This is an optimization exercise on Yosys and OpenROAD, whose aim is a short achievable clock period and few clock cycles, not a production implementation.
The RTL was checked by simulation tests, not by an equivalence proof against the original design.
Power figures rest on the tool's default switching activity, not on a simulated workload.

--- design/flow/run.sh ---
#!/bin/bash
# synth_recipe.tcl (not shown) runs the flow's synth.tcl, then flattens the netlist and writes it again
# the make line also repeats each setting of config.mk as NAME=value (left out here)
make -C /OpenROAD-flow-scripts/flow DESIGN_CONFIG=/design/flow/config.mk WORK_HOME=/design/flow/orfs CLKGATE_MAP_FILE= SYNTH_SCRIPT=/design/flow/synth_recipe.tcl finish
--- design/flow/config.mk ---
export PLATFORM = sky130hd
export DESIGN_NAME = kim_mips_32cpu_p_top
export DESIGN_NICKNAME = kim_mips_32cpu_p_top
export VERILOG_FILES = /design/flow/design.v
export SDC_FILE = /design/flow/constraint.sdc
export NUM_CORES = 4
export LEC_CHECK = 0
export ABC_CLOCK_PERIOD_IN_PS = 2200
export CAP_MARGIN = 20
export CORE_MARGIN = 2
export CORE_UTILIZATION = 35
export SETUP_SLACK_MARGIN = 4.5
export SLEW_MARGIN = 20
export TNS_END_PERCENT = 100
--- design/flow/constraint.sdc ---
create_clock -name core_clock -period 7.0 [get_ports {clk}]
set_input_delay 1.4000 -clock core_clock [delete_from_list [all_inputs] [get_ports {clk}]]
set_output_delay 1.4000 -clock core_clock [all_outputs]
set_load 0.01 [all_outputs]
--- design/flow/design.v ---
module kim_adder_nbit_p
#(
    parameter ADD_DATA_WIDTH = 32
) 
(
    input   wire [ADD_DATA_WIDTH-1:0]   a,
    input   wire [ADD_DATA_WIDTH-1:0]   b,
    output  wire [ADD_DATA_WIDTH-1:0]   y
);
assign y = a + b;
endmodule
module kim_mux_2to1
# (
    parameter MUX_DATA_WIDTH = 32
) 
(
    input   wire                            sel,
    input   wire    [MUX_DATA_WIDTH-1:0]    a,
    input   wire    [MUX_DATA_WIDTH-1:0]    b,
    output  wire    [MUX_DATA_WIDTH-1:0]    mux_out
);
assign mux_out = (sel) ? a : b ;
endmodule
module kim_mux_3to1
# (
    parameter MUX_DATA_WIDTH = 32
)
(
    input   wire    [1:0]                   sel,
    input   wire    [MUX_DATA_WIDTH-1:0]    a,
    input   wire    [MUX_DATA_WIDTH-1:0]    b,
    input   wire    [MUX_DATA_WIDTH-1:0]    c,
    output  reg    [MUX_DATA_WIDTH-1:0]     mux_out
);
always @(*) begin
    case (sel)
        2'b00: begin
            mux_out = a;
        end 
        2'b01: begin
            mux_out = b;
        end
        2'b10: begin
            mux_out = c;
        end
        default: begin
            mux_out = 1'bx;
        end
    endcase
end
endmodule
module kim_mux_4to1
# (
    parameter MUX_DATA_WIDTH = 32
)
(
    input   wire    [1:0]                   sel,
    input   wire    [MUX_DATA_WIDTH-1:0]    a,
    input   wire    [MUX_DATA_WIDTH-1:0]    b,
    input   wire    [MUX_DATA_WIDTH-1:0]    c,
    input   wire    [MUX_DATA_WIDTH-1:0]    d,
    output  reg    [MUX_DATA_WIDTH-1:0]     mux_out
);
always @(*) begin
    case (sel)
        2'b00: begin
            mux_out = a;
        end 
        2'b01: begin
            mux_out = b;
        end
        2'b10: begin
            mux_out = c;
        end
        2'b11: begin
            mux_out = d;
        end
        default: begin
            mux_out = 1'bx;
        end
    endcase
end
endmodule
module kim_pc_p
#(
    parameter PC_ADDR_WIDTH = 32
) 
(
    input wire                     clk,
    input wire                     rstn,
    input wire                     pc_stall,  
    input wire [PC_ADDR_WIDTH-1:0] pc_next,
    output reg [PC_ADDR_WIDTH-1:0] pc
);
always @(posedge clk or negedge rstn) begin
    if (!rstn) begin
        pc <= 0;
    end
    else if(pc_stall) begin
        pc <= pc; 
    end
    else begin
        pc <= pc_next;
    end    
end
endmodule
module kim_IF_ID_FF 
(
    input   wire                            clk,
    input   wire                            rstn,
    input   wire    [INST_DATA_WIDTH-1:0]   instruction,
    input   wire                            is_flush,  
    input   wire                            is_mem_hazard,  
    input   wire    [PC_ADDR_WIDTH-1:0]     pc_next_in,  
    output  reg     [INST_DATA_WIDTH-1:0]   instruction_reg,
    output  reg     [INST_DATA_WIDTH-1:0]   pc_next_reg
);
localparam
    INST_DATA_WIDTH = 32,
    PC_ADDR_WIDTH = 32;
always @(posedge clk or negedge rstn) begin
    if(!rstn) begin
        instruction_reg <= 0;
    end
    else if(is_flush) begin
        instruction_reg <= 0;  
    end
    else if(is_mem_hazard) begin
        instruction_reg <= instruction_reg;  
    end   
    else begin
        instruction_reg <= instruction;
    end
end
always @(posedge clk or negedge rstn) begin
    if(!rstn) begin
        pc_next_reg <= 0;
    end   
    else if(is_mem_hazard) begin
        pc_next_reg <= pc_next_reg;  
    end
    else begin
        pc_next_reg <= pc_next_in;
    end
end
endmodule
module kim_ID_EX_FF 
(
    input   wire                                    clk,
    input   wire                                    rstn,
    input   wire                                    RegDst,  
    input   wire                                    MemtoReg,  
    input   wire [1:0]                              ALUOp, 
    input   wire                                    MemWrite, 
    input   wire                                    ALUSrc, 
    input   wire                                    RegWrite,
    input   wire [MIPS_REGISTER_DATA_WIDTH-1:0]     r_data1,
    input   wire [MIPS_REGISTER_DATA_WIDTH-1:0]     r_data2,
    input   wire [MIPS_REGISTER_DATA_WIDTH-1:0]     se_in,
    input   wire [5:0]                              fucnt_in,
    input   wire [MIPS_REGISTER_ADDR_WIDTH-1:0]     IF_ID_Rs,  
    input   wire [MIPS_REGISTER_ADDR_WIDTH-1:0]     IF_ID_Rt,  
    input   wire [MIPS_REGISTER_ADDR_WIDTH-1:0]     IF_ID_Rd,  
    input   wire                                    stall,
    output  reg                                     RegDst_reg,  
    output  reg                                     MemtoReg_reg,  
    output  reg [1:0]                               ALUOp_reg, 
    output  reg                                     MemWrite_reg, 
    output  reg                                     ALUSrc_reg, 
    output  reg                                     RegWrite_reg,
    output  reg [MIPS_REGISTER_DATA_WIDTH-1:0]      r_data1_reg,
    output  reg [MIPS_REGISTER_DATA_WIDTH-1:0]      r_data2_reg,
    output  reg [MIPS_REGISTER_DATA_WIDTH-1:0]      se_in_reg,
    output  reg [5:0]                               fucnt_in_reg,
    output  reg [MIPS_REGISTER_ADDR_WIDTH-1:0]      ID_EX_Rs_reg,
    output  reg [MIPS_REGISTER_ADDR_WIDTH-1:0]      ID_EX_Rt_reg,
    output  reg [MIPS_REGISTER_ADDR_WIDTH-1:0]      ID_EX_Rd_reg
);
localparam
    MIPS_REGISTER_DATA_WIDTH = 32,
    MIPS_REGISTER_ADDR_WIDTH = 5;
always @(posedge clk or negedge rstn) begin
    if(!rstn) begin
    RegDst_reg      <= 0;
    MemtoReg_reg    <= 0;
    ALUOp_reg       <= 0;
    MemWrite_reg    <= 0;
    ALUSrc_reg      <= 0;
    RegWrite_reg    <= 0;
    r_data1_reg     <= 0;
    r_data2_reg     <= 0; 
    se_in_reg       <= 0; 
    fucnt_in_reg    <= 0;
    ID_EX_Rs_reg    <= 0;
    ID_EX_Rt_reg    <= 0;
    ID_EX_Rd_reg    <= 0;
    end
    else if(stall) begin
        RegDst_reg      <= 0;
        MemtoReg_reg    <= 0;
        ALUOp_reg       <= 0;
        MemWrite_reg    <= 0;
        ALUSrc_reg      <= 0;
        RegWrite_reg    <= 0;
        r_data1_reg     <= 0;
        r_data2_reg     <= 0; 
        se_in_reg       <= 0; 
        fucnt_in_reg    <= 0;
        ID_EX_Rs_reg    <= 0;
        ID_EX_Rt_reg    <= 0;
        ID_EX_Rd_reg    <= 0;
    end
    else begin
    RegDst_reg      <= RegDst;
    MemtoReg_reg    <= MemtoReg;
    ALUOp_reg       <= ALUOp;
    MemWrite_reg    <= MemWrite;
    ALUSrc_reg      <= ALUSrc;
    RegWrite_reg    <= RegWrite;
    r_data1_reg     <= r_data1;
    r_data2_reg     <= r_data2; 
    se_in_reg       <= se_in; 
    fucnt_in_reg    <= fucnt_in;
    ID_EX_Rs_reg    <= IF_ID_Rs;
    ID_EX_Rt_reg    <= IF_ID_Rt;
    ID_EX_Rd_reg    <= IF_ID_Rd;
    end
end
endmodule
module kim_EX_MEM_FF 
(
    input   wire                                    clk,
    input   wire                                    rstn,
    input   wire                                    MemtoReg,  
    input   wire                                    MemWrite, 
    input   wire                                    RegWrite,
    input   wire [MIPS_REGISTER_DATA_WIDTH-1:0]     alu_result,
    input   wire [MIPS_REGISTER_DATA_WIDTH-1:0]     w_data_to_mem,
    input   wire [MIPS_REGISTER_ADDR_WIDTH-1:0]     ID_EX_Rt_or_Rd,
    output  reg                                     MemtoReg_reg,  
    output  reg                                     MemWrite_reg, 
    output  reg                                     RegWrite_reg,
    output  reg [MIPS_REGISTER_DATA_WIDTH-1:0]      alu_result_reg,
    output  reg [MIPS_REGISTER_DATA_WIDTH-1:0]      w_data_to_mem_reg,
    output  reg [MIPS_REGISTER_ADDR_WIDTH-1:0]     EX_MEM_Rt_or_Rd_reg
);
localparam
    MIPS_REGISTER_DATA_WIDTH = 32,
    MIPS_REGISTER_ADDR_WIDTH = 5;
always @(posedge clk or negedge rstn) begin
    if(!rstn) begin
    MemtoReg_reg    <= 0;
    MemWrite_reg    <= 0;
    RegWrite_reg        <= 0;
    alu_result_reg      <= 0;
    w_data_to_mem_reg   <= 0; 
    EX_MEM_Rt_or_Rd_reg <= 0;
    end
    else begin
    MemtoReg_reg        <= MemtoReg;
    MemWrite_reg        <= MemWrite;
    RegWrite_reg        <= RegWrite;
    alu_result_reg      <= alu_result;
    w_data_to_mem_reg   <= w_data_to_mem; 
    EX_MEM_Rt_or_Rd_reg <= ID_EX_Rt_or_Rd;
    end
end
endmodule
module kim_MEM_WB_FF 
(
    input   wire                                    clk,
    input   wire                                    rstn,
    input   wire                                    MemtoReg,  
    input   wire                                    RegWrite,
    input   wire [MIPS_REGISTER_DATA_WIDTH-1:0]     r_data,
    input   wire [MIPS_REGISTER_DATA_WIDTH-1:0]     alu_result,
    input   wire [MIPS_REGISTER_ADDR_WIDTH-1:0]     EX_MEM_Rt_or_Rd,
    output  reg                                     MemtoReg_reg,  
    output  reg                                     RegWrite_reg,
    output  reg [MIPS_REGISTER_DATA_WIDTH-1:0]      r_data_reg,
    output  reg [MIPS_REGISTER_DATA_WIDTH-1:0]      alu_result_reg,
    output  reg [MIPS_REGISTER_ADDR_WIDTH-1:0]      MEM_WB_Rt_or_Rd_reg
);
localparam
    MIPS_REGISTER_DATA_WIDTH = 32,
    MIPS_REGISTER_ADDR_WIDTH = 5;
always @(posedge clk or negedge rstn) begin
    if(!rstn) begin
    MemtoReg_reg        <= 0;
    RegWrite_reg        <= 0;
    r_data_reg          <= 0; 
    alu_result_reg      <= 0; 
    MEM_WB_Rt_or_Rd_reg <= 0;
    end
    else begin
    MemtoReg_reg        <= MemtoReg;
    RegWrite_reg        <= RegWrite;
    r_data_reg          <= r_data; 
    alu_result_reg      <= alu_result;
    MEM_WB_Rt_or_Rd_reg <= EX_MEM_Rt_or_Rd;
    end
end
endmodule
module kim_alu_p 
#(
    parameter ALU_DATA_WIDTH = 32
) 
(
    input   wire [ALU_DATA_WIDTH-1:0]   a,
    input   wire [ALU_DATA_WIDTH-1:0]   b,
    input   wire [3:0]                  alu_control,
    output  wire                        alu_zero,
    output  reg [ALU_DATA_WIDTH-1:0]    alu_result  
);
wire [ALU_DATA_WIDTH-1:0] sum;
assign sum = a + ( b ^ {ALU_DATA_WIDTH{alu_control[2]}} ) + alu_control[2];  
assign alu_zero = (sum) ? 0 : 1 ;
always @(*) begin
    case (alu_control) 
        4'b0000: begin
            alu_result = a & b;  
        end
        4'b0001: begin
            alu_result = a | b;  
        end
        4'b0010: begin
            alu_result = sum;  
        end
        4'b0110: begin
            alu_result = sum;  
        end
        4'b0111: begin
            alu_result = sum[ALU_DATA_WIDTH-1];  
        end
        4'b1100: begin
            alu_result = ~(a | b);  
        end
        default: begin
            alu_result = 32'bx;
        end
    endcase
end
endmodule
module kim_alu_control_p 
(
    input   wire  [1:0]                     alu_op_in,
    input   wire  [FUCNT_DATA_WIDTH-1:0]    fucnt_in,
    output  reg   [3:0]                     alu_control
);
localparam
    FUCNT_DATA_WIDTH = 6;
always @(*) begin
    if(alu_op_in == 2'b00) begin
        alu_control = 4'b0010;  
    end
    else if(alu_op_in == 2'b01) begin
        alu_control = 4'b0110;  
    end
    else if(alu_op_in == 2'b10) begin
        case (fucnt_in) 
            6'b100000: begin
                alu_control = 4'b0010;  
            end
            6'b100010: begin
                alu_control = 4'b0110;  
            end
            6'b100100: begin
                alu_control = 4'b0000;  
            end
            6'b100101: begin
                alu_control = 4'b0001;  
            end
            6'b100111: begin
                alu_control = 4'b1100;  
            end
            6'b101010: begin
                alu_control = 4'b0111;  
            end
            default: begin
                alu_control = 4'b0010;  
            end
        endcase
    end
    else begin
        alu_control = 4'b0010;  
    end
end
endmodule
module kim_mips_control_p
(
    input   wire [OP_DATA_WIDTH-1:0]        op_code,
    output  reg  [8:0]                      controls  
);
localparam
    OP_DATA_WIDTH = 6;
always @(*) begin
    case (op_code) 
        6'b000000: begin
            controls = 9'b100010001;  
        end
        6'b000100: begin
            controls = 9'b001001000;  
        end     
        6'b100011: begin
            controls = 9'b000100011;  
        end    
        6'b101011: begin
            controls = 9'b000000110;  
        end
        6'b000010: begin
            controls = 9'b010000000;  
        end  
        default: begin
            controls = 9'b000000000;  
        end     
    endcase
end
endmodule
module kim_mips_register_p 
( 
    input   wire                                    clk,
    input   wire                                    rstn,
    input   wire [MIPS_REGISTER_ADDR_WIDTH-1:0]     read_to_reg1_in,  
    input   wire [MIPS_REGISTER_ADDR_WIDTH-1:0]     read_to_reg2_in,  
    input   wire [MIPS_REGISTER_ADDR_WIDTH-1:0]     write_to_w_reg_in,  
    input   wire [MIPS_REGISTER_DATA_WIDTH-1:0]     w_data,
    input   wire                                    RegWrite,
    output  wire [MIPS_REGISTER_DATA_WIDTH-1:0]     r_data1,
    output  wire [MIPS_REGISTER_DATA_WIDTH-1:0]     r_data2
);
localparam
    MIPS_REGISTER_DATA_WIDTH = 32,  
    MIPS_REGISTER_ADDR_WIDTH = $clog2(MIPS_REGISTER_DATA_WIDTH);  
    wire [MIPS_REGISTER_DATA_WIDTH-1:0]   zero = 32'b0;  
    reg [MIPS_REGISTER_DATA_WIDTH-1:0]    at;  
    reg [MIPS_REGISTER_DATA_WIDTH-1:0]    v [1:0];  
    reg [MIPS_REGISTER_DATA_WIDTH-1:0]    a [3:0];  
    reg [MIPS_REGISTER_DATA_WIDTH-1:0]    t [9:0];  
    reg [MIPS_REGISTER_DATA_WIDTH-1:0]    s [7:0];  
    reg [MIPS_REGISTER_DATA_WIDTH-1:0]    k [1:0];  
    reg [MIPS_REGISTER_DATA_WIDTH-1:0]    gp;  
    reg [MIPS_REGISTER_DATA_WIDTH-1:0]    sp;  
    reg [MIPS_REGISTER_DATA_WIDTH-1:0]    fp;  
    reg [MIPS_REGISTER_DATA_WIDTH-1:0]    ra;  
    reg [MIPS_REGISTER_DATA_WIDTH-1:0]    r_reg1;
    reg [MIPS_REGISTER_DATA_WIDTH-1:0]    r_reg2;
    reg [MIPS_REGISTER_DATA_WIDTH-1:0]    w_reg; 
assign r_data1 = (RegWrite && (read_to_reg1_in==write_to_w_reg_in) && (read_to_reg1_in!=0)) ? w_data  : r_reg1 ;
always @(*) begin
        case (read_to_reg1_in) 
            5'b00000: begin
                r_reg1 <= zero;   
            end
            5'b00001: begin
                r_reg1 <= at;   
            end
            5'b00010: begin
                r_reg1 <= v[0];   
            end
            5'b00011: begin
                r_reg1 <= v[1];   
            end
            5'b00100: begin
                r_reg1 <= a[0];
            end
            5'b00101: begin
                r_reg1 <= a[1];
            end
            5'b00110: begin
                r_reg1 <= a[2];
            end
            5'b00111: begin
                r_reg1 <= a[3];
            end
            5'b01000: begin
                r_reg1 <= t[0];
            end
            5'b01001: begin
                r_reg1 <= t[1];
            end
            5'b01010: begin
                r_reg1 <= t[2];   
            end
            5'b01011: begin
                r_reg1 <= t[3];  
            end
            5'b01100: begin
                r_reg1 <= t[4]; 
            end
            5'b01101: begin
                r_reg1 <= t[5];
            end
            5'b01110: begin
                r_reg1 <= t[6];
            end
            5'b01111: begin
                r_reg1 <= t[7]; 
            end
            5'b10000: begin
                r_reg1 <= s[0];  
            end
            5'b10001: begin
                r_reg1 <= s[1];  
            end
            5'b10010: begin
                r_reg1 <= s[2]; 
            end
            5'b10011: begin
                r_reg1 <= s[3];  
            end
            5'b10100: begin
                r_reg1 <= s[4]; 
            end
            5'b10101: begin
                r_reg1 <= s[5];   
            end
            5'b10110: begin
                r_reg1 <= s[6]; 
            end
            5'b10111: begin
                r_reg1 <= s[7]; 
            end
            5'b11000: begin
                r_reg1 <= t[8];   
            end
            5'b11001: begin
                r_reg1 <= t[9];  
            end
            5'b11010: begin
                r_reg1 <= k[0]; 
            end
            5'b11011: begin
                r_reg1 <= k[1]; 
            end
            5'b11100: begin
                r_reg1 <= gp;   
            end
            5'b11101: begin
                r_reg1 <= sp;   
            end
            5'b11110: begin
                r_reg1 <= fp;   
            end
            5'b11111: begin
                r_reg1 <= ra;   
            end
            default: begin
                r_reg1 <= 0;  
            end                
        endcase
end
assign r_data2 = (RegWrite && (read_to_reg2_in==write_to_w_reg_in) && (read_to_reg2_in!=0)) ? w_data  : r_reg2 ;
always @(*) begin
        case (read_to_reg2_in) 
            5'b00000: begin
                r_reg2 <= zero;   
            end
            5'b00001: begin
                r_reg2 <= at;   
            end
            5'b00010: begin
                r_reg2 <= v[0];   
            end
            5'b00011: begin
                r_reg2 <= v[1];   
            end
            5'b00100: begin
                r_reg2 <= a[0];
            end
            5'b00101: begin
                r_reg2 <= a[1];
            end
            5'b00110: begin
                r_reg2 <= a[2];
            end
            5'b00111: begin
                r_reg2 <= a[3];
            end
            5'b01000: begin
                r_reg2 <= t[0];
            end
            5'b01001: begin
                r_reg2 <= t[1];
            end
            5'b01010: begin
                r_reg2 <= t[2];   
            end
            5'b01011: begin
                r_reg2 <= t[3];  
            end
            5'b01100: begin
                r_reg2 <= t[4]; 
            end
            5'b01101: begin
                r_reg2 <= t[5];
            end
            5'b01110: begin
                r_reg2 <= t[6];
            end
            5'b01111: begin
                r_reg2 <= t[7]; 
            end
            5'b10000: begin
                r_reg2 <= s[0];  
            end
            5'b10001: begin
                r_reg2 <= s[1];  
            end
            5'b10010: begin
                r_reg2 <= s[2]; 
            end
            5'b10011: begin
                r_reg2 <= s[3];  
            end
            5'b10100: begin
                r_reg2 <= s[4]; 
            end
            5'b10101: begin
                r_reg2 <= s[5];   
            end
            5'b10110: begin
                r_reg2 <= s[6]; 
            end
            5'b10111: begin
                r_reg2 <= s[7]; 
            end
            5'b11000: begin
                r_reg2 <= t[8];   
            end
            5'b11001: begin
                r_reg2 <= t[9];  
            end
            5'b11010: begin
                r_reg2 <= k[0]; 
            end
            5'b11011: begin
                r_reg2 <= k[1]; 
            end
            5'b11100: begin
                r_reg2 <= gp;   
            end
            5'b11101: begin
                r_reg2 <= sp;   
            end
            5'b11110: begin
                r_reg2 <= fp;   
            end
            5'b11111: begin
                r_reg2 <= ra;   
            end
            default: begin
                r_reg2 <= 0;
            end               
        endcase
end
always @(posedge clk or negedge rstn) begin
    if(!rstn) begin
        at <= 0;
    end
    else if(RegWrite && write_to_w_reg_in == 5'b00001) begin
        at <= w_data;
    end
end
always @(posedge clk or negedge rstn) begin
    if(!rstn) begin
        v[0] <= 0;
    end
    else if(RegWrite && write_to_w_reg_in == 5'b00010) begin
        v[0] <= w_data;
    end
end
always @(posedge clk or negedge rstn) begin
    if(!rstn) begin
        v[1] <= 0;
    end
    else if(RegWrite && write_to_w_reg_in == 5'b00011) begin
        v[1] <= w_data;
    end
end
always @(posedge clk or negedge rstn) begin
    if(!rstn) begin
        a[0] <= 0;
    end
    else if(RegWrite && write_to_w_reg_in == 5'b00100) begin
        a[0] <= w_data;
    end
end
always @(posedge clk or negedge rstn) begin
    if(!rstn) begin
        a[1] <= 0;
    end
    else if(RegWrite && write_to_w_reg_in == 5'b00101) begin
        a[1] <= w_data;
    end
end
always @(posedge clk or negedge rstn) begin
    if(!rstn) begin
        a[2] <= 0;
    end
    else if(RegWrite && write_to_w_reg_in == 5'b00110) begin
        a[2] <= w_data;
    end
end
always @(posedge clk or negedge rstn) begin
    if(!rstn) begin
        a[3] <= 0;
    end
    else if(RegWrite && write_to_w_reg_in == 5'b00111) begin
        a[3] <= w_data;
    end
end
always @(posedge clk or negedge rstn) begin
    if(!rstn) begin
        t[0] <= 0;
    end
    else if(RegWrite && write_to_w_reg_in == 5'b01000) begin
        t[0] <= w_data;
    end
end
always @(posedge clk or negedge rstn) begin
    if(!rstn) begin
        t[1] <= 0;
    end
    else if(RegWrite && write_to_w_reg_in == 5'b01001) begin
        t[1] <= w_data;
    end
end
always @(posedge clk or negedge rstn) begin
    if(!rstn) begin
        t[2] <= 0;
    end
    else if(RegWrite && write_to_w_reg_in == 5'b01010) begin
        t[2] <= w_data;
    end
end
always @(posedge clk or negedge rstn) begin
    if(!rstn) begin
        t[3] <= 0;
    end
    else if(RegWrite && write_to_w_reg_in == 5'b01011) begin
        t[3] <= w_data;
    end
end
always @(posedge clk or negedge rstn) begin
    if(!rstn) begin
        t[4] <= 0;
    end
    else if(RegWrite && write_to_w_reg_in == 5'b01100) begin
        t[4] <= w_data;
    end
end
always @(posedge clk or negedge rstn) begin
    if(!rstn) begin
        t[5] <= 0;
    end
    else if(RegWrite && write_to_w_reg_in == 5'b01101) begin
        t[5] <= w_data;
    end
end
always @(posedge clk or negedge rstn) begin
    if(!rstn) begin
        t[6] <= 0;
    end
    else if(RegWrite && write_to_w_reg_in == 5'b01110) begin
        t[6] <= w_data;
    end
end
always @(posedge clk or negedge rstn) begin
    if(!rstn) begin
        t[7] <= 0;
    end
    else if(RegWrite && write_to_w_reg_in == 5'b01111) begin
        t[7] <= w_data;
    end
end
always @(posedge clk or negedge rstn) begin
    if(!rstn) begin
        s[0] <= 0;
    end
    else if(RegWrite && write_to_w_reg_in == 5'b10000) begin
        s[0] <= w_data;
    end
end
always @(posedge clk or negedge rstn) begin
    if(!rstn) begin
        s[1] <= 0;
    end
    else if(RegWrite && write_to_w_reg_in == 5'b10001) begin
        s[1] <= w_data;
    end
end
always @(posedge clk or negedge rstn) begin
    if(!rstn) begin
        s[2] <= 0;
    end
    else if(RegWrite && write_to_w_reg_in == 5'b10010) begin
        s[2] <= w_data;
    end
end
always @(posedge clk or negedge rstn) begin
    if(!rstn) begin
        s[3] <= 0;
    end
    else if(RegWrite && write_to_w_reg_in == 5'b10011) begin
        s[3] <= w_data;
    end
end
always @(posedge clk or negedge rstn) begin
    if(!rstn) begin
        s[4] <= 0;
    end
    else if(RegWrite && write_to_w_reg_in == 5'b10100) begin
        s[4] <= w_data;
    end
end
always @(posedge clk or negedge rstn) begin
    if(!rstn) begin
        s[5] <= 0;
    end
    else if(RegWrite && write_to_w_reg_in == 5'b10101) begin
        s[5] <= w_data;
    end
end
always @(posedge clk or negedge rstn) begin
    if(!rstn) begin
        s[6] <= 0;
    end
    else if(RegWrite && write_to_w_reg_in == 5'b10110) begin
        s[6] <= w_data;
    end
end
always @(posedge clk or negedge rstn) begin
    if(!rstn) begin
        s[7] <= 0;
    end
    else if(RegWrite && write_to_w_reg_in == 5'b10111) begin
        s[7] <= w_data;
    end
end
always @(posedge clk or negedge rstn) begin
    if(!rstn) begin
        t[8] <= 0;
    end
    else if(RegWrite && write_to_w_reg_in == 5'b11000) begin
        t[8] <= w_data;
    end
end
always @(posedge clk or negedge rstn) begin
    if(!rstn) begin
        t[9] <= 0;
    end
    else if(RegWrite && write_to_w_reg_in == 5'b11001) begin
        t[9] <= w_data;
    end
end
always @(posedge clk or negedge rstn) begin
    if(!rstn) begin
        k[0] <= 0;
    end
    else if(RegWrite && write_to_w_reg_in == 5'b11010) begin
        k[0] <= w_data;
    end
end
always @(posedge clk or negedge rstn) begin
    if(!rstn) begin
        k[1] <= 0;
    end
    else if(RegWrite && write_to_w_reg_in == 5'b11011) begin
        k[1] <= w_data;
    end
end
always @(posedge clk or negedge rstn) begin
    if(!rstn) begin
        gp <= 0;
    end
    else if(RegWrite && write_to_w_reg_in == 5'b11100) begin
        gp <= w_data;
    end
end
always @(posedge clk or negedge rstn) begin
    if(!rstn) begin
        sp <= 0;
    end
    else if(RegWrite && write_to_w_reg_in == 5'b11101) begin
        sp <= w_data;
    end
end
always @(posedge clk or negedge rstn) begin
    if(!rstn) begin
        fp <= 0;
    end
    else if(RegWrite && write_to_w_reg_in == 5'b11110) begin
        fp <= w_data;
    end
end
always @(posedge clk or negedge rstn) begin
    if(!rstn) begin
        ra <= 0;
    end
    else if(RegWrite && write_to_w_reg_in == 5'b11111) begin
        ra <= w_data;
    end
end
endmodule
module kim_forwarding (  
    input   wire                                           MEM_cycle_RegWrite,  
    input   wire [MIPS_REGISTER_ADDR_WIDTH-1:0]            EX_MEM_Rt_or_Rd,
    input   wire                                           WB_cycle_RegWrite,  
    input   wire [MIPS_REGISTER_ADDR_WIDTH-1:0]            MEM_WB_Rt_or_Rd,
    input   wire [MIPS_REGISTER_ADDR_WIDTH-1:0]            ID_EX_Rs,
    input   wire [MIPS_REGISTER_ADDR_WIDTH-1:0]            ID_EX_Rt,
    input   wire                                           ALUSrc,  
    output  reg  [1:0]       forward_A,  
    output  reg  [1:0]       forward_B,   
    output  reg  [1:0]       forward_C   
);
localparam
    MIPS_REGISTER_DATA_WIDTH = 32,
    MIPS_REGISTER_ADDR_WIDTH = 5;
always @(*) begin
    if( MEM_cycle_RegWrite && (EX_MEM_Rt_or_Rd != 0) && (ID_EX_Rs == EX_MEM_Rt_or_Rd) ) begin  
        forward_A = 2'b01;
    end
    else  begin  
        forward_A = {(WB_cycle_RegWrite && (MEM_WB_Rt_or_Rd != 0) && ( ID_EX_Rs == MEM_WB_Rt_or_Rd )),1'b0};
    end
end
always @(*) begin
    if (ALUSrc) begin 
        forward_B = 2'b11;  
    end
    else begin
        forward_B = forward_C;
    end
end
always @(*) begin
    if( MEM_cycle_RegWrite && (EX_MEM_Rt_or_Rd != 0) && (ID_EX_Rt == EX_MEM_Rt_or_Rd) ) begin  
        forward_C = 2'b01;
    end
    else if( WB_cycle_RegWrite && (MEM_WB_Rt_or_Rd != 0) && (ID_EX_Rt == MEM_WB_Rt_or_Rd) ) begin  
        forward_C = 2'b10;
    end
    else begin
        forward_C = 2'b00;
    end    
end
endmodule
module kim_hazard_detection (  
    input   wire                                ID_EX_MemtoReg,
    input   wire                                ID_EX_RegWrite,  
    input   wire    [OPERAND_ADDR_WIDTH-1:0]    ID_EX_Rt,
    input   wire    [OPERAND_ADDR_WIDTH-1:0]    ID_EX_Rt_or_Rd,  
    input   wire                                EX_MEM_RegWrite,  
    input   wire    [OPERAND_ADDR_WIDTH-1:0]    EX_MEM_Rt_or_Rd,
    input   wire    [OPCODE_DATA_WIDTH-1:0]     opcode,  
    input   wire    [OPERAND_ADDR_WIDTH-1:0]    Rs, 
    input   wire    [OPERAND_ADDR_WIDTH-1:0]    Rt,
    output  wire                                stall  
);
localparam
    OPCODE_DATA_WIDTH = 6,
    OPERAND_ADDR_WIDTH = 5;
wire    w_is_rtype;
wire    w_is_beq;
wire    w_use_rs;
wire    w_use_rt;
wire    w_load_use;
wire    w_beq_hazard;
assign w_is_rtype = ( opcode == 6'b000000 );
assign w_is_beq   = ( opcode == 6'b000100 );
assign w_use_rs   = w_is_rtype || w_is_beq || ( opcode == 6'b100011 ) || ( opcode == 6'b101011 );  
assign w_use_rt   = w_is_rtype || w_is_beq || ( opcode == 6'b101011 );  
assign w_load_use = ID_EX_MemtoReg && ( ID_EX_Rt != 0 ) &&
                    ( (w_use_rs && (Rs == ID_EX_Rt)) || (w_use_rt && (Rt == ID_EX_Rt)) );
assign w_beq_hazard = w_is_beq && (
                      ( ID_EX_RegWrite  && (ID_EX_Rt_or_Rd  != 0) && ((Rs == ID_EX_Rt_or_Rd ) || (Rt == ID_EX_Rt_or_Rd )) ) ||
                      ( EX_MEM_RegWrite && (EX_MEM_Rt_or_Rd != 0) && ((Rs == EX_MEM_Rt_or_Rd) || (Rt == EX_MEM_Rt_or_Rd)) ) );
assign stall = w_load_use || w_beq_hazard;
endmodule
module kim_branch_compare (  
    input   wire    [MIPS_REGISTER_DATA_WIDTH-1:0]  r_data1,
    input   wire    [MIPS_REGISTER_DATA_WIDTH-1:0]  r_data2,
    input   wire                                    is_branch,
    output  wire                                    is_same  
);
localparam
    MIPS_REGISTER_DATA_WIDTH = 32;
assign is_same = (is_branch) ? ( ((r_data1==r_data2)) ? 1 : 0 ) : 0 ;
endmodule
module kim_sign_extend_p
(
    input   wire [IMMEDIT_DATA_WIDTH-1:0]    immediate_in,
    output  wire [ADD_DATA_WIDTH-1:0]        immediate_out 
);
localparam
    IMMEDIT_DATA_WIDTH = 16,
    ADD_DATA_WIDTH = 32;
assign immediate_out = {{16{immediate_in[IMMEDIT_DATA_WIDTH-1]}},immediate_in};  
endmodule
module kim_mips_32cpu_p_top
(
    input   wire    clk,
    input   wire    rstn,
    output  wire    [31:0]  imem_addr,
    input   wire    [31:0]  imem_rdata,
    output  wire    [31:0]  dmem_addr,
    output  wire    [31:0]  dmem_wdata,
    output  wire            dmem_we,
    input   wire    [31:0]  dmem_rdata
);
reg  [31:0] pc;
reg  [31:0] d_ir;
reg  [31:0] d_pc4;
reg         d_done;              
reg  [31:1] d_sela, d_selb;      
reg         d_bypa, d_bypb;      
reg         d_fwda, d_fwdb;      
reg  [4:0]  d_dst;               
reg  [31:0] x_a;         
reg  [31:0] x_b;         
reg  [31:0] x_s;         
reg  [31:0] x_target;
reg         x_sub;       
reg         x_sel_sum, x_sel_and, x_sel_or, x_sel_nor, x_sel_slt;
reg         x_beq, x_lw, x_sw;
reg  [4:0]  x_dest;
reg  [31:0] m_alu, m_sdata;
reg         m_lw, m_sw;
reg  [4:0]  m_dest;
reg  [31:0] rf [1:31];
wire [31:0] m_wb = m_lw ? dmem_rdata : m_alu;
assign dmem_addr  = m_alu;
assign dmem_wdata = m_sdata;
assign dmem_we    = m_sw;
wire [32:0] x_sum33 = {x_a, 1'b1} + {x_b, x_sub};
wire [31:0] x_sum   = x_sum33[32:1];
wire [31:0] x_res   = ({32{x_sel_sum}} & x_sum) |
                      ({32{x_sel_and}} & (x_a & x_b)) |
                      ({32{x_sel_or }} & (x_a | x_b)) |
                      ({32{x_sel_nor}} & ~(x_a | x_b)) |
                      {31'd0, x_sel_slt & x_sum[31]};
wire        x_taken = x_beq && (x_a == x_s);
wire        x_wr    = (x_dest != 5'd0);
wire [5:0]  d_opc = d_ir[31:26];
wire [4:0]  d_rs  = d_ir[25:21];
wire [4:0]  d_rt  = d_ir[20:16];
wire [5:0]  d_fn  = d_ir[5:0];
wire        d_isr   = (d_opc == 6'b000000);
wire        d_islw  = (d_opc == 6'b100011);
wire        d_issw  = (d_opc == 6'b101011);
wire        d_isbeq = (d_opc == 6'b000100);
wire        d_use_rs = d_isr || d_islw || d_issw || (d_isbeq && !d_done);
wire        d_use_rt = d_isr || d_issw || (d_isbeq && !d_done);
wire        d_mem    = d_islw || d_issw;
wire [31:0] d_se  = {{16{d_ir[15]}}, d_ir[15:0]};
wire [31:0] d_target = d_pc4 + {d_se[29:0], 2'b00};
wire        d_fsub = d_isr && (d_fn == 6'b100010);
wire        d_fand = d_isr && (d_fn == 6'b100100);
wire        d_for  = d_isr && (d_fn == 6'b100101);
wire        d_fnor = d_isr && (d_fn == 6'b100111);
wire        d_fslt = d_isr && (d_fn == 6'b101010);
wire        d_sub  = d_fsub || d_fslt;
reg  [31:0] rf_a, rf_b;
integer     ri;
always @(*) begin
    rf_a = 32'd0;
    rf_b = 32'd0;
    for (ri = 1; ri < 32; ri = ri + 1) begin
        rf_a = rf_a | ({32{d_sela[ri]}} & rf[ri]);
        rf_b = rf_b | ({32{d_selb[ri]}} & rf[ri]);
    end
end
wire [31:0] d_a  = d_bypa ? m_wb : rf_a;
wire [31:0] d_b  = d_bypb ? m_wb : rf_b;
wire [31:0] d_av = d_fwda ? x_res : d_a;
wire [31:0] d_bv = d_fwdb ? x_res : d_b;
wire        d_stall = x_lw && ((d_fwda && d_use_rs) || (d_fwdb && d_use_rt));
wire        d_bubble = x_taken || d_stall;   
wire [31:0] f_ins  = imem_rdata;
wire [5:0]  f_opc  = f_ins[31:26];
wire [4:0]  f_rs   = f_ins[25:21];
wire [4:0]  f_rt   = f_ins[20:16];
wire [4:0]  f_rd   = f_ins[15:11];
wire        f_isj  = (f_opc == 6'b000010);
wire [10:0] f_tlo  = {1'b0, pc[11:2]} + {1'b0, f_ins[9:0]} + 11'd1;
wire        f_always = (f_opc == 6'b000100) && (f_rs == f_rt) &&
                       (f_ins[15:10] == 6'd0) && !f_tlo[10];
wire [31:0] f_target = {pc[31:12], f_tlo[9:0], 2'b00};
wire [4:0]  f_dst  = (f_opc == 6'b000000) ? f_rd :
                     (f_opc == 6'b100011) ? f_rt : 5'd0;
wire [31:0] f_pc4  = pc + 32'd4;
wire [31:1] f_sela, f_selb;
genvar gs;
generate
    for (gs = 1; gs < 32; gs = gs + 1) begin : g_sel
        assign f_sela[gs] = (f_rs == gs);
        assign f_selb[gs] = (f_rt == gs);
    end
endgenerate
wire        d_wr = (d_dst != 5'd0);
assign imem_addr = pc;
always @(posedge clk or negedge rstn) begin
    if (!rstn) begin
        pc <= 32'd0;
    end else if (x_taken) begin
        pc <= x_target;
    end else if (d_stall) begin
        pc <= pc;
    end else if (f_always) begin
        pc <= f_target;
    end else if (f_isj) begin
        pc <= {f_pc4[31:28], f_ins[25:0], 2'b00};
    end else begin
        pc <= f_pc4;
    end
end
always @(posedge clk or negedge rstn) begin
    if (!rstn) begin
        d_ir   <= 32'd0;
        d_done <= 1'b0;
        d_sela <= 31'd0; d_selb <= 31'd0;
        d_bypa <= 1'b0;  d_bypb <= 1'b0;
        d_fwda <= 1'b0;  d_fwdb <= 1'b0;
        d_dst  <= 5'd0;
    end else if (x_taken) begin
        d_ir   <= 32'd0;
        d_done <= 1'b0;
        d_sela <= 31'd0; d_selb <= 31'd0;
        d_bypa <= 1'b0;  d_bypb <= 1'b0;
        d_fwda <= 1'b0;  d_fwdb <= 1'b0;
        d_dst  <= 5'd0;
    end else if (d_stall) begin
        d_bypa <= d_fwda;
        d_bypb <= d_fwdb;
        d_fwda <= 1'b0;
        d_fwdb <= 1'b0;
    end else begin
        d_ir   <= f_ins;
        d_done <= f_always;
        d_sela <= f_sela;
        d_selb <= f_selb;
        d_bypa <= x_wr && (f_rs == x_dest);
        d_bypb <= x_wr && (f_rt == x_dest);
        d_fwda <= d_wr && (f_rs == d_dst);
        d_fwdb <= d_wr && (f_rt == d_dst);
        d_dst  <= f_dst;
    end
end
always @(posedge clk or negedge rstn) begin
    if (!rstn) begin
        x_sub <= 1'b0;
        x_sel_sum <= 1'b0; x_sel_and <= 1'b0; x_sel_or <= 1'b0; x_sel_nor <= 1'b0; x_sel_slt <= 1'b0;
        x_beq <= 1'b0; x_lw <= 1'b0; x_sw <= 1'b0; x_dest <= 5'd0;
    end else begin
        x_sub     <= d_sub;
        x_sel_sum <= !(d_fand || d_for || d_fnor || d_fslt);
        x_sel_and <= d_fand;
        x_sel_or  <= d_for;
        x_sel_nor <= d_fnor;
        x_sel_slt <= d_fslt;
        x_beq     <= !d_bubble && d_isbeq && !d_done;
        x_lw      <= !d_bubble && d_islw;
        x_sw      <= !d_bubble && d_issw;
        x_dest    <= d_bubble ? 5'd0 : d_dst;
    end
end
always @(posedge clk) begin
    if (!d_stall) d_pc4 <= f_pc4;
    x_a      <= d_av;
    x_b      <= d_mem ? d_se : (d_sub ? ~d_bv : d_bv);
    x_s      <= d_bv;
    x_target <= d_target;
    m_alu    <= x_res;
    m_sdata  <= x_s;
end
always @(posedge clk or negedge rstn) begin
    if (!rstn) begin
        m_lw <= 1'b0; m_sw <= 1'b0; m_dest <= 5'd0;
    end else begin
        m_lw    <= x_lw;
        m_sw    <= x_sw;
        m_dest  <= x_dest;
    end
end
genvar gi;
generate
    for (gi = 1; gi < 32; gi = gi + 1) begin : g_rf
        always @(posedge clk or negedge rstn) begin
            if (!rstn) begin
                rf[gi] <= 32'd0;
            end else if (m_dest == gi) begin
                rf[gi] <= m_wb;
            end
        end
    end
endgenerate
endmodule
==> results of run 1 <==
[cells in the mapped netlist, types with 5 or more instances]
cell,count
a211oi_1,40
a21o_1,44
a21oi_1,852
a221oi_1,345
a22o_1,322
a22oi_1,324
a31oi_1,11
and2_1,16
and3_1,18
and4_1,7
buf_1,50
buf_2,19
clkbuf_1,543
dfrtp_1,1139
dfxtp_1,192
edfxtp_1,32
ha_1,104
inv_1,105
mux2_2,20
mux2i_1,86
nand2_1,630
nand2b_1,20
nand3_1,103
nand3b_1,12
nand4_1,149
nor2_1,787
nor2b_1,21
nor3_1,97
nor4_1,15
o211ai_1,19
o21a_1,12
o21ai_0,472
o21bai_1,10
o22ai_1,6
o311ai_0,8
o31ai_1,33
or2_2,5
or3_1,10
xnor2_1,108
xor2_1,56
[flip-flops by register name, summed over array words and instances (netlist names), 22 cells and up]
name / cells
rf: 992
d_pc4: 32
m_alu: 32
m_sdata: 32
pc: 32
x_a: 32
x_b: 32
x_s: 32
x_target: 32
d_sela: 31
d_selb: 31
d_ir: 22
[metrics by stage]
step	total power [mW]	area, um2
finish	24.9	82000
detailed placement	14.8	69700
global placement	14.7	69700
CTS	24.0	79400
global route	25.6	82000
floorplan	12.4	65400
[per-layer routing]
layer	track usage, %	vias to the layer above
li1	-	26007
met1	43.0	31845
met3	16.2	1703
met4	22.9	29
met5	1.03	-
met2	45.7	6083
[how the worst min path moves through the flow]
stage,cells past startpoint,to,slack (ns)
3_5_place_dp,0,x_target[0],0.33
2_1_floorplan,0,x_target[0],0.32
3_3_place_gp,0,x_target[1],0.33
5_1_grt,0,x_target[0],0.36
4_1_cts,0,x_target[1],0.35
6_report,0,x_target[1],0.34
[power breakdown]
group | internal (mW) | switching, mW
Combinational | 3.01 | 4.31
Sequential | 8.78 | 0.738
Clock | 4.63 | 3.47
[cells in the final DEF, fill, tap and decap left out, types with 32 or more instances in the layout]
cell type	count
dfrtp_1	1044
a21oi_1	827
nor2_1	758
nand2_1	591
o21ai_0	424
buf_4	373
a221oi_1	326
a22oi_1	323
a22o_1	322
buf_6	188
clkbuf_16	153
nand4_1	149
dfxtp_1	103
nand3_1	99
xnor2_1	93
inv_1	89
dfxtp_2	67
nor3_1	65
ha_1	64
buf_12	61
xor2_1	53
mux2i_1	52
dfrtp_2	52
a21o_1	43
dfrtp_4	43
clkbuf_8	36
clkdlybuf4s50_1	34
ha_4	33
clkbuf_1	33
o21ai_1	32
edfxtp_1	32
[repair_timing]
| item | 4_1_cts | 5_1_grt |
|---|---|---|
| gates cloned | 21 | 10 |
| pin swaps | 136 | 162 |
| buffers inserted | 249 | 142 |
| resized for setup | 1099 | 308 |
| endpoints found under the setup margin | 967 | 840 |
[cell families after synthesis]
kind of cell / Yosys count / synth area share, %
compound gates: 2556 / 25.9
xor+xnor: 164 / 2.20
fa+ha+maj: 107 / 2.09
buf+inv: 725 / 4.24
flops: 1363 / 51.1
mux: 106 / 1.67
simple gates: 1919 / 12.8
[layout make-up]
class                      count  area share [%]
clock buffer                 216            5.24
clock inverter                45           0.700
multi-input combinational   4866            39.3
timing repair inverter         1         0.00915
timing repair buffer         737            9.31
sequential                  1363            41.1
antenna                       12          0.0366
tap                         2480            3.78
inverter                     106           0.526
==> results_dict.tcl, run 1 <==
set metrics [dict create \
    power_density_nw_per_um2 304 \
    min_period_over_period_pct 42.9 \
    num_vias 65667 \
    antenna_found_initial 18 \
    ant_nets 0 \
    cp.required_ns 7.63 \
    synth.area.top_cells "dfrtp_1, a21oi_1, dfxtp_1" \
    synth_edf_count 32 \
    hpwl_um 180000 \
    setup-violations-final 0 \
    grt_overflow 0 \
    cts_tree "done" \
    synth_seq_cells 1363 \
    synth_ff_type "dfrtp_1" \
    drc 0 \
    ff2ff_path_depth 13 \
    post_drt_via_cell_ratio 6.68 \
    status "no timing/DRC/antenna violations" \
    synth_area_um2 65200 \
    grtUsageTotal_pct 34.1 \
    cts_made_buffers 144 \
    reg2reg_from "x_a[5]" \
    hold_violations 0 \
    finish.utilization_pct 44.3 \
    cts_sinks 1363 \
    io_buffers 162 \
    worst_ep_arrival_time_ns 3.63 \
    r2r_end "x_b[31]" \
    ctsHoldBuffers 0 \
    area_delta_synth_final_pct 25.9 \
    clockBufferDepth 3 \
    drtIter0Drc 12912 \
    h-tree-depth 4 \
    peakVddDrop_v 0.000233 \
    wl_um 342000 \
    ys_async_sr_fraction_pct 83.6 \
    drive_gt1_share_pct 21.1 \
    netlist_instances 6940 \
    rows 158 \
    start_util_pct 35.2 \
    fin_setup_tns_ns 0 \
    cp_num_buf_inv 3 \
    die_w_um 435 \
    dieArea_um2 190000 \
    met2WireLength_um 133000 \
    grt_start_max_net_pins 165 \
    worstSkewPairLatency_ns 0.84 \
    synth.top_cell.area_share_pct 43.7 \
    grt_pass1_vias 61213 \
    die_h_um 435 \
    grt_pass1_wl_um 465000 \
    maxCapViolCount 0 \
    slew_headroom_pct 16.9 \
    slowest_stage "dfxtp_2" \
    post-place-cells 9130 \
    core-area_um2 185000 \
    register_area_um2 33700 \
    wl_met1_um 121000 \
    hp-class "reg2reg" \
    pre_cts_ws_ns 2.04 \
    max_freq_mhz 333 \
    yosysWarnings 2 \
    holdWs_ns 0.342 \
    syn_area_per_cell_um2 9.39 \
    critPathTopFamily "compound AO/OA/AOI/OAI gates" \
    cp-endpoint "x_b[31]" \
    met3_length_um 57600 \
    critPathLaunchType "register" \
    min_period_ns 3.00 \
    io_pins 163 \
    final_max_slew_viol_count 0 \
    nNetsFinal 7392 \
    r2r_slack_ns 4.00 \
    top_layer_used "met5" \
    stdcell_count 9826 \
    worstMarginPinSlew_ns 1.25 \
    critPathKind "reg2reg" \
    cp_cell_sequence "inv_1 > ha_4 > o211ai_1 > a21bo_4 > o21ai_4 > o21ai_4 > buf_12 > a211oi_4 > buf_4 > mux2i_1 > nand2_2 > mux2i_1 > nand3_1" \
    worstPathMaxFanout 4 \
    cp.depth 13 \
    netlist-cell-type-count 91 \
    multi_input_area_um2 32300 \
    min_from "d_pc4[1]" \
    synth-seq-area-share_pct 51.1 \
    layout_setup_ws_ns 4.00 \
    finClkSkew_ns 0.0392 \
    max_stage_delay_ns 0.34 \
    wl_per_cell_um 34.8 \
    fill_cells 17340 \
    leakagePower_nw 32.8 \
    critPathCaptureType "register" \
    synth_top_cell_by_area "dfrtp_1" \
    rsz0062_at_grt "true" \
    root_buffer "clkbuf_16" \
    cp-startpoint "x_a[5]" \
    clkTransAtPathRegs_ns 0.07 \
    place_congestion 0.958 \
    dr.pass1.iters 10 \
]
Testbench counts, summed over its fixed seeds: cycles 15,136.
==> run 2: changes to the inputs <==
--- a/design/flow/design.v
+++ b/design/flow/design.v
@@ -1019,7 +1019,9 @@
 reg  [31:0] x_a;         
 reg  [31:0] x_b;         
 reg  [31:0] x_s;         
-reg  [31:0] x_target;
+reg  [15:0] x_tlo;       
+reg  [13:0] x_thi;       
+reg         x_tinc, x_tdec;   
 reg         x_sub;       
 reg         x_sel_sum, x_sel_and, x_sel_or, x_sel_nor, x_sel_slt;
 reg         x_beq, x_lw, x_sw;
@@ -1040,6 +1042,8 @@
                       ({32{x_sel_nor}} & ~(x_a | x_b)) |
                       {31'd0, x_sel_slt & x_sum[31]};
 wire        x_taken = x_beq && (x_a == x_s);
+wire [13:0] x_thi_n = x_tinc ? x_thi + 14'd1 : (x_tdec ? x_thi - 14'd1 : x_thi);
+wire [31:0] x_target = {x_thi_n, x_tlo, 2'b00};
 wire        x_wr    = (x_dest != 5'd0);
 wire [5:0]  d_opc = d_ir[31:26];
 wire [4:0]  d_rs  = d_ir[25:21];
@@ -1053,7 +1057,7 @@
 wire        d_use_rt = d_isr || d_issw || (d_isbeq && !d_done);
 wire        d_mem    = d_islw || d_issw;
 wire [31:0] d_se  = {{16{d_ir[15]}}, d_ir[15:0]};
-wire [31:0] d_target = d_pc4 + {d_se[29:0], 2'b00};
+wire [16:0] d_tlo = {1'b0, d_pc4[17:2]} + {1'b0, d_ir[15:0]};
 wire        d_fsub = d_isr && (d_fn == 6'b100010);
 wire        d_fand = d_isr && (d_fn == 6'b100100);
 wire        d_for  = d_isr && (d_fn == 6'b100101);
@@ -1082,9 +1086,8 @@
 wire [4:0]  f_rt   = f_ins[20:16];
 wire [4:0]  f_rd   = f_ins[15:11];
 wire        f_isj  = (f_opc == 6'b000010);
-wire [10:0] f_tlo  = {1'b0, pc[11:2]} + {1'b0, f_ins[9:0]} + 11'd1;
-wire        f_always = (f_opc == 6'b000100) && (f_rs == f_rt) &&
-                       (f_ins[15:10] == 6'd0) && !f_tlo[10];
+wire        f_always = (f_opc == 6'b000100) && (f_rs == f_rt) && (f_ins[15:10] == 6'd0);
+wire [10:0] f_tlo    = {1'b0, pc[11:2]} + {1'b0, f_ins[9:0]} + 11'd1;
 wire [31:0] f_target = {pc[31:12], f_tlo[9:0], 2'b00};
 wire [4:0]  f_dst  = (f_opc == 6'b000000) ? f_rd :
                      (f_opc == 6'b100011) ? f_rt : 5'd0;
@@ -1136,7 +1139,7 @@
         d_fwdb <= 1'b0;
     end else begin
         d_ir   <= f_ins;
-        d_done <= f_always;
+        d_done <= f_always && !f_tlo[10];
         d_sela <= f_sela;
         d_selb <= f_selb;
         d_bypa <= x_wr && (f_rs == x_dest);
@@ -1169,7 +1172,10 @@
     x_a      <= d_av;
     x_b      <= d_mem ? d_se : (d_sub ? ~d_bv : d_bv);
     x_s      <= d_bv;
-    x_target <= d_target;
+    x_tlo    <= d_tlo[15:0];
+    x_thi    <= d_pc4[31:18];
+    x_tinc   <= d_tlo[16] && !d_ir[15];
+    x_tdec   <= !d_tlo[16] && d_ir[15];
     m_alu    <= x_res;
     m_sdata  <= x_s;
 end
==> results_dict.tcl, run 2 <==
set metrics [dict create \
    final_cell_mix "dfrtp_1, a21oi_1, nor2_1, nand2_1, o21ai_0" \
    setup-violations-final 0 \
    critPathCaptureType "primary output" \
    yosysWarnings 2 \
    critPathTopFamily "flip-flops" \
    cp-endpoint "imem_addr[27]" \
    max_freq_mhz 355 \
    synth_top_cell_by_area "dfrtp_1" \
    synth_area_um2 64700 \
    synthMostInstantiatedCell "dfrtp_1" \
    ff2ff_path_depth 11 \
    h-tree-depth 4 \
    rsz0062_at_grt "true" \
    grt_overflow 0 \
    grt_pass1_vias 60794 \
    synth_seq_cells 1359 \
    rows 157 \
    final_max_slew_viol_count 0 \
    critPathLaunchType "register" \
    area_delta_synth_final_pct 28.8 \
    hpwl_um 181000 \
    ant_nets 0 \
    ctsHoldBuffers 0 \
    cts_made_buffers 145 \
    reg2reg_from "x_a[0]" \
    multi_input_area_um2 32500 \
    fin_setup_tns_ns 0 \
    root_buffer "clkbuf_16" \
    netlist-cell-type-count 88 \
    cp.depth 1 \
    synth.area.top_cells "dfrtp_1, a21oi_1, dfxtp_1" \
    synth.top_cell.area_share_pct 43.9 \
    cts_sinks 1359 \
    synth_edf_count 30 \
    finalInstanceArea_um2 83400 \
    min_period_over_period_pct 40.3 \
    cp_num_buf_inv 1 \
    slowest_stage "dfrtp_2" \
    antenna_found_initial 26 \
    grt_pass1_wl_um 467000 \
    register_area_um2 33600 \
    io_pins 163 \
    synth_ff_type "dfrtp_1" \
    fill_cells 17016 \
    worstPathMaxFanout 5 \
    min_from "d_pc4[19]" \
    core-area_um2 183000 \
    slew_headroom_pct 14.8 \
    largest-register "rf" \
    clkTransAtPathRegs_ns 0.06 \
    die_w_um 434 \
    clockBufferDepth 3 \
    cp-startpoint "pc[27]" \
    drc 0 \
    hp-class "reg2reg" \
    finClkSkew_ns 0.0297 \
    hold_violations 0 \
    post_drt_via_cell_ratio 6.78 \
    die_h_um 434 \
    final_common_cell "dfrtp_1" \
    place_congestion 0.959 \
    cp_cell_sequence "buf_6" \
    worst_ep_arrival_time_ns 1.42 \
    leakagePower_nw 32.9 \
    dr.pass1.iters 12 \
    status "no timing/DRC/antenna violations" \
    synth_common_cells "dfrtp_1, a21oi_1, nor2_1, nand2_1, clkbuf_1" \
    wl_per_cell_um 35.2 \
    grtUsageTotal_pct 35.1 \
    worstSkewPairLatency_ns 0.83 \
    nNetsFinal 7365 \
    cts_tree "done" \
    largest_reg_flops 992 \
    wl_um 345000 \
    power_density_nw_per_um2 298 \
    dieArea_um2 188000 \
    min_period_ns 2.82 \
    drive_gt1_share_pct 23.2 \
    max_stage_delay_ns 0.46 \
    synth-seq-area-share_pct 51.3 \
    drtIter0Drc 13191 \
    start_util_pct 35.3 \
    r2r_slack_ns 4.23 \
    maxCapViolCount 0 \
    syn_area_per_cell_um2 9.43 \
    io_buffers 160 \
    cp.required_ns 5.60 \
    grt_start_max_net_pins 169 \
    netlist_instances 6862 \
    worstMarginPinSlew_ns 1.28 \
    ys_async_sr_fraction_pct 83.7 \
    power.total_mw 24.9 \
    r2r_end "x_b[17]" \
    critPathKind "reg2out" \
    dpl_cell_area_um2 69500 \
    num_vias 66500 \
    peakVddDrop_v 0.000268 \
]
[run 2: how the worst min path moves through the flow]
stage,end,slack (ns),cells after the start
after floorplan,x_thi[0],0.32,0
after global placement,x_thi[3],0.32,0
after detailed placement,x_thi[0],0.33,0
after CTS,x_thi[1],0.34,0
after global routing,x_thi[0],0.35,0
final,x_thi[1],0.34,0
[run 2: worst register-to-register path, stage by stage, from the launching register on]
cell	delay, ns
dfxtp_4	0.37
fa_2	0.42
a211oi_4	0.27
o21ai_2	0.10
o2111a_2	0.23
a21o_4	0.27
buf_6	0.13
a41oi_4	0.18
xor2_2	0.12
o21ai_2	0.23
mux2i_1	0.23
nand3_1	0.09
[run 2: logic make-up (layout without fill, tap and decap cells)]
kind of cell / count (synthesis) / count (layout) / share of synthesized area [%]
flops: 1359 / 1359 / 51.3
xor+xnor: 158 / 158 / 2.14
buf+inv: 722 / 1162 / 4.29
compound gates: 2536 / 2536 / 26.0
fa+ha+maj: 96 / 96 / 1.89
simple gates: 1892 / 1902 / 12.8
other cells: 1 / 27 / 0.00579
mux: 98 / 105 / 1.54
[run 2: cell type report]
type	count	share of cell area, %
diodes	25	0.0750
clock inverters	53	0.846
inverters	107	0.518
well taps	2464	3.70
multi-input cells	4799	39.0
flip-flops and latches	1359	40.3
repair buffers	791	10.5
clock buffers	211	5.09
[run 2: per-stage QoR]
step | cells | hold WS [ns] | setup WS, ns | util [%]
5_1_grt | 9785 | 0.348 | 4.16 | 45.4
3_5_place_dp | 9066 | 0.327 | 2.62 | 37.9
2_1_floorplan | 6863 | 0.323 | 3.87 | -
6_report | 9809 | 0.339 | 4.18 | 45.5
4_1_cts | 9638 | 0.341 | 4.15 | 43.7
3_3_place_gp | 9058 | 0.324 | 2.68 | 37.8
[run 2: metal layers]
layer	GRT usage [%]	up-vias	wire, um
li1	-	25910	-
met1	43.8	31975	121000
met2	46.1	6566	132000
met3	17.6	2007	59500
met4	25.1	42	32800
met5	0.546	-	574
[run 2: what timing repair did]
| action | CTS | global route |
|---|---|---|
| endpoints found under the hold margin | 0 | 0 |
| endpoints found under the setup margin | 994 | 650 |
| cloned | 27 | 11 |
| setup buffers | 281 | 134 |
| gates resized for setup | 1241 | 431 |
| pin swaps | 200 | 228 |
[run 2: where the power goes]
part           internal (mW)  switching, mW  total (mW)
Clock                   4.74           3.47        8.21
Combinational           2.91           4.30        7.22
Sequential              8.72          0.740        9.46
Testbench counts of run 2, summed over its fixed seeds: cycles 15,136.
==> run 3: changes to the inputs <==
--- a/design/flow/design.v
+++ b/design/flow/design.v
@@ -1009,6 +1009,7 @@
     input   wire    [31:0]  dmem_rdata
 );
 reg  [31:0] pc;
+reg  [31:0] ia;                  
 reg  [31:0] d_ir;
 reg  [31:0] d_pc4;
 reg         d_done;              
@@ -1025,6 +1026,7 @@
 reg         x_sub;       
 reg         x_sel_sum, x_sel_and, x_sel_or, x_sel_nor, x_sel_slt;
 reg         x_beq, x_lw, x_sw;
+reg         x_ld_s;      
 reg  [4:0]  x_dest;
 reg  [31:0] m_alu, m_sdata;
 reg         m_lw, m_sw;
@@ -1054,7 +1056,7 @@
 wire        d_issw  = (d_opc == 6'b101011);
 wire        d_isbeq = (d_opc == 6'b000100);
 wire        d_use_rs = d_isr || d_islw || d_issw || (d_isbeq && !d_done);
-wire        d_use_rt = d_isr || d_issw || (d_isbeq && !d_done);
+wire        d_alu_rt = d_isr || (d_isbeq && !d_done);    
 wire        d_mem    = d_islw || d_issw;
 wire [31:0] d_se  = {{16{d_ir[15]}}, d_ir[15:0]};
 wire [16:0] d_tlo = {1'b0, d_pc4[17:2]} + {1'b0, d_ir[15:0]};
@@ -1078,7 +1080,7 @@
 wire [31:0] d_b  = d_bypb ? m_wb : rf_b;
 wire [31:0] d_av = d_fwda ? x_res : d_a;
 wire [31:0] d_bv = d_fwdb ? x_res : d_b;
-wire        d_stall = x_lw && ((d_fwda && d_use_rs) || (d_fwdb && d_use_rt));
+wire        d_stall = x_lw && ((d_fwda && d_use_rs) || (d_fwdb && d_alu_rt));
 wire        d_bubble = x_taken || d_stall;   
 wire [31:0] f_ins  = imem_rdata;
 wire [5:0]  f_opc  = f_ins[31:26];
@@ -1101,22 +1103,31 @@
     end
 endgenerate
 wire        d_wr = (d_dst != 5'd0);
-assign imem_addr = pc;
+reg  [31:0] pc_next;
+always @(*) begin
+    if (x_taken) begin
+        pc_next = x_target;
+    end else if (d_stall || !rstn) begin
+        pc_next = pc;
+    end else if (f_always) begin
+        pc_next = f_target;
+    end else if (f_isj) begin
+        pc_next = {f_pc4[31:28], f_ins[25:0], 2'b00};
+    end else begin
+        pc_next = f_pc4;
+    end
+end
 always @(posedge clk or negedge rstn) begin
     if (!rstn) begin
         pc <= 32'd0;
-    end else if (x_taken) begin
-        pc <= x_target;
-    end else if (d_stall) begin
-        pc <= pc;
-    end else if (f_always) begin
-        pc <= f_target;
-    end else if (f_isj) begin
-        pc <= {f_pc4[31:28], f_ins[25:0], 2'b00};
     end else begin
-        pc <= f_pc4;
+        pc <= pc_next;
     end
 end
+always @(posedge clk) begin
+    ia <= pc_next;
+end
+assign imem_addr = ia;
 always @(posedge clk or negedge rstn) begin
     if (!rstn) begin
         d_ir   <= 32'd0;
@@ -1153,7 +1164,7 @@
     if (!rstn) begin
         x_sub <= 1'b0;
         x_sel_sum <= 1'b0; x_sel_and <= 1'b0; x_sel_or <= 1'b0; x_sel_nor <= 1'b0; x_sel_slt <= 1'b0;
-        x_beq <= 1'b0; x_lw <= 1'b0; x_sw <= 1'b0; x_dest <= 5'd0;
+        x_beq <= 1'b0; x_ld_s <= 1'b0; x_lw <= 1'b0; x_sw <= 1'b0; x_dest <= 5'd0;
     end else begin
         x_sub     <= d_sub;
         x_sel_sum <= !(d_fand || d_for || d_fnor || d_fslt);
@@ -1163,6 +1174,7 @@
         x_sel_slt <= d_fslt;
         x_beq     <= !d_bubble && d_isbeq && !d_done;
         x_lw      <= !d_bubble && d_islw;
+        x_ld_s    <= x_lw && d_fwdb;
         x_sw      <= !d_bubble && d_issw;
         x_dest    <= d_bubble ? 5'd0 : d_dst;
     end
@@ -1177,17 +1189,19 @@
     x_tinc   <= d_tlo[16] && !d_ir[15];
     x_tdec   <= !d_tlo[16] && d_ir[15];
     m_alu    <= x_res;
-    m_sdata  <= x_s;
+    m_sdata  <= x_ld_s ? dmem_rdata : x_s;
 end
 always @(posedge clk or negedge rstn) begin
     if (!rstn) begin
-        m_lw <= 1'b0; m_sw <= 1'b0; m_dest <= 5'd0;
+        m_lw <= 1'b0; m_dest <= 5'd0;
     end else begin
         m_lw    <= x_lw;
-        m_sw    <= x_sw;
         m_dest  <= x_dest;
     end
 end
+always @(posedge clk) begin
+    m_sw <= rstn && x_sw;
+end
 genvar gi;
 generate
     for (gi = 1; gi < 32; gi = gi + 1) begin : g_rf
==> results_dict.tcl, run 3 <==
set metrics [dict create \
    status "no timing/DRC/antenna violations" \
    leakagePower_nw 32.5 \
    core-area_um2 186000 \
    die_h_um 436 \
    synth_common_cells "dfrtp_1, a21oi_1, nor2_1, clkbuf_1, nand2_1" \
    place_congestion 0.952 \
    r2r_slack_ns 3.85 \
    start_util_pct 35.2 \
    seqPwrFrac_pct 39.7 \
    slew_headroom_pct 19.6 \
    peakVddDrop_v 0.000255 \
    synth_seq_cells 1394 \
    area_delta_synth_final_pct 26.7 \
    r2r_end "x_b[30]" \
    rows 158 \
    top_layer_used "met5" \
    met3_length_um 56700 \
    worstMarginPinSlew_ns 1.21 \
    grt_pass1_wl_um 457000 \
    drtIter0Drc 13096 \
    final_cell_mix "dfrtp_1, a21oi_1, nor2_1, nand2_1, o21ai_0" \
    ff2ff_path_depth 13 \
    hold_violations 0 \
    setup-violations-final 0 \
    grt_overflow 0 \
    root_buffer "clkbuf_16" \
    grt_pass1_vias 60565 \
    fin_setup_tns_ns 0 \
    dr.pass1.iters 21 \
    cts_tree "done" \
    die_w_um 436 \
    synth_ff_type "dfrtp_1" \
    finalInstanceArea_um2 82900 \
    finClkSkew_ns 0.0335 \
    num_vias 66048 \
    synthMostInstantiatedCell "dfrtp_1" \
    p_sw_mw 8.12 \
    io_pins 163 \
    met2WireLength_um 132000 \
    min_period_ns 3.15 \
    slowest_stage "a2111o_1" \
    largest_reg_flops 992 \
    synth.area.top_cells "dfrtp_1, dfxtp_1, a21oi_1" \
    maxCapViolCount 0 \
    ys_async_sr_fraction_pct 81.7 \
    synth_area_um2 65400 \
    power.clock.fraction_pct 33.2 \
    synth_edf_count 30 \
    wl_per_cell_um 34.5 \
    critPathCaptureType "register" \
    grtUsageTotal_pct 33.4 \
    hp-class "reg2reg" \
    synth-seq-area-share_pct 51.8 \
    cp_cell_sequence "inv_2 > ha_4 > a211oi_4 > o211ai_1 > nand4b_1 > buf_6 > a21boi_4 > a2111o_1 > and3_1 > or3_4 > mux2_4 > xnor2_2 > o21ai_1" \
    final_common_cell "dfrtp_1" \
    synth.top_cell.area_share_pct 43.6 \
    largest-register "rf" \
    whs_endpoint "x_thi[10]" \
    dieArea_um2 190000 \
    reg2reg_from "x_a[0]" \
    power_density_nw_per_um2 294 \
    netlist-cell-type-count 71 \
    wl_met1_um 121000 \
    syn_area_per_cell_um2 9.43 \
    yosysWarnings 2 \
    clkTransAtPathRegs_ns 0.06 \
    min_from "d_pc4[28]" \
    combPwrFrac_pct 27.1 \
    dpl_cell_area_um2 70200 \
    netlist_instances 6935 \
    max_stage_delay_ns 0.48 \
    ant_nets 0 \
    cts_sinks 1394 \
    wl_um 338000 \
    cp.required_ns 7.65 \
    drive_gt1_share_pct 22.1 \
    worstPathMaxFanout 4 \
    antenna_found_initial 21 \
    hold_depth 0 \
    synth_top_cell_by_area "dfrtp_1" \
    critPathKind "reg2reg" \
    post_drt_via_cell_ratio 6.73 \
    p_sw_share_pct 33.3 \
    worstSkewPairLatency_ns 0.83 \
    max_freq_mhz 318 \
    io_buffers 162 \
    hpwl_um 175000 \
    rsz0062_at_grt "true" \
    clockBufferDepth 3 \
    worst_ep_arrival_time_ns 3.80 \
    min_period_over_period_pct 45.0 \
    cts_made_buffers 148 \
    internal_power_mw 16.3 \
    drc 0 \
    final_max_slew_viol_count 0 \
    critPathLaunchType "register" \
    h-tree-depth 4 \
    nNetsFinal 7348 \
    grt_start_max_net_pins 156 \
]
-- run 3: cell types whose count changed in the layout (fill, tap and decap cells not counted), sizes merged, moves of 24 or more --
cell   delta
a21oi    +37
buf      -86
o21ai    +32
mux2     +35
dfxtp    +33
o31ai    +24
nor2     +33
-- run 3: cell families after synthesis --
logic type / share of synthesized area, %
flops: 51.8
xor+xnor: 2.25
buf+inv: 4.10
compound gates: 25.2
fa+ha+maj: 1.87
mux: 1.98
simple gates: 12.8
-- run 3: area by class of cell --
cell class              instances  area, um2
diodes                         30       75.1
clock buffers                 221       4310
clock inverters                46        537
fillers                     17229     103000
inverters                      92        375
multi-input cells            4835      32200
flip-flops and latches       1394      34300
well taps                    2480       3100
repair buffers                713       8000
repair inverters                2       15.0
-- run 3: metal layers --
metal,up-vias,global-route usage (%)
li1,25859,-
met1,32047,42.3
met2,6224,44.3
met3,1896,16.5
met4,22,22.0
met5,-,0.580
-- run 3: worst max-delay path by stage --
stage | start | cells after the start | to | slack [ns]
after floorplan | imem_rdata[0] | 14 | d_done | 3.73
after global placement | imem_rdata[18] | 9 | pc[27] | 2.66
after detailed placement | imem_rdata[25] | 9 | pc[27] | 2.68
after CTS | x_b[0] | 13 | x_b[30] | 3.94
after global routing | x_b[1] | 13 | x_b[30] | 3.74
final | x_a[0] | 13 | x_b[30] | 3.85
-- run 3: power by group through the flow --
stage / Clock [mW] / Combinational [mW] / Sequential [mW]
6_report: 8.10 / 6.60 / 9.68
2_1_floorplan: 0 / 2.87 / 9.53
3_3_place_gp: 0 / 4.84 / 9.74
3_5_place_dp: 0 / 4.90 / 9.75
4_1_cts: 8.08 / 5.77 / 9.64
5_1_grt: 8.41 / 6.93 / 9.75
-- run 3: stage by stage --
| step | setup slack [ns] | instances | util, % | hold WS [ns] | power [mW] |
|---|---|---|---|---|---|
| final | 3.85 | 9813 | 44.7 | 0.329 | 24.4 |
| after floorplan | 3.73 | 6935 | - | 0.323 | 12.4 |
| after CTS | 3.94 | 9648 | 42.9 | 0.327 | 23.5 |
| after detailed placement | 2.68 | 9122 | 37.8 | 0.327 | 14.6 |
| after global routing | 3.74 | 9784 | 44.6 | 0.348 | 25.1 |
| after global placement | 2.66 | 9121 | 37.8 | 0.324 | 14.6 |
-- run 3: what timing repair did --
action	CTS	global route
pin swaps	138	142
hold buffers	0	0
setup endpoints to repair	1623	1235
gates cloned	22	25
gates resized for setup	1117	390
setup buffers	237	106
-- run 3: worst max-delay path, delay by kind of cell, from the launching register on --
family | cells | cell delay [ns]
AOI/OAI and AO/OA | 5 | 1.04
and+or+nand+nor | 3 | 0.70
DFF | 1 | 0.39
muxes | 1 | 0.29
adders and majority gates | 1 | 0.22
buffers and inverters | 2 | 0.20
xor gates and xnor gates | 1 | 0.15
Testbench counts of run 3, summed over its fixed seeds: cycles 15,095.

==> re-timing with driven ports <==
Ports are ideal in the flow. The routed layouts listed here were re-timed in OpenROAD. Step 1 (the two cells are an assumption about what drives the block):
set clk [get_ports {clk}]
set_driving_cell -lib_cell sky130_fd_sc_hd__clkbuf_16 $clk
set_driving_cell -lib_cell sky130_fd_sc_hd__buf_2 [delete_from_list [all_inputs] $clk]
Step 2 times the ports against the registers' clock, not the clock port: input delays grow and output delays shrink by t, the midpoint of the rising clock arrivals with the driver on. Slacks: ideal ports / drivers / drivers and shift; pairs: ideal ports / drivers.
| run | t (ns) | slack for setup (ns) | pins driven straight from the clock port |
|---|---|---|---|
| run 1 | 0.905 | 3.998 / 3.998 / 3.178 | 1 |
| run 2 | 0.891 | 4.181 / 4.105 / 3.415 | 1 |
| run 3 | 0.899 | 3.850 / 3.850 / 3.462 | 1 |
After both steps setup and hold are still met in every run listed. For run 1, which loses most, drivers alone change the setup slack by 0.000 ns; drivers and shift together by -0.820 ns.
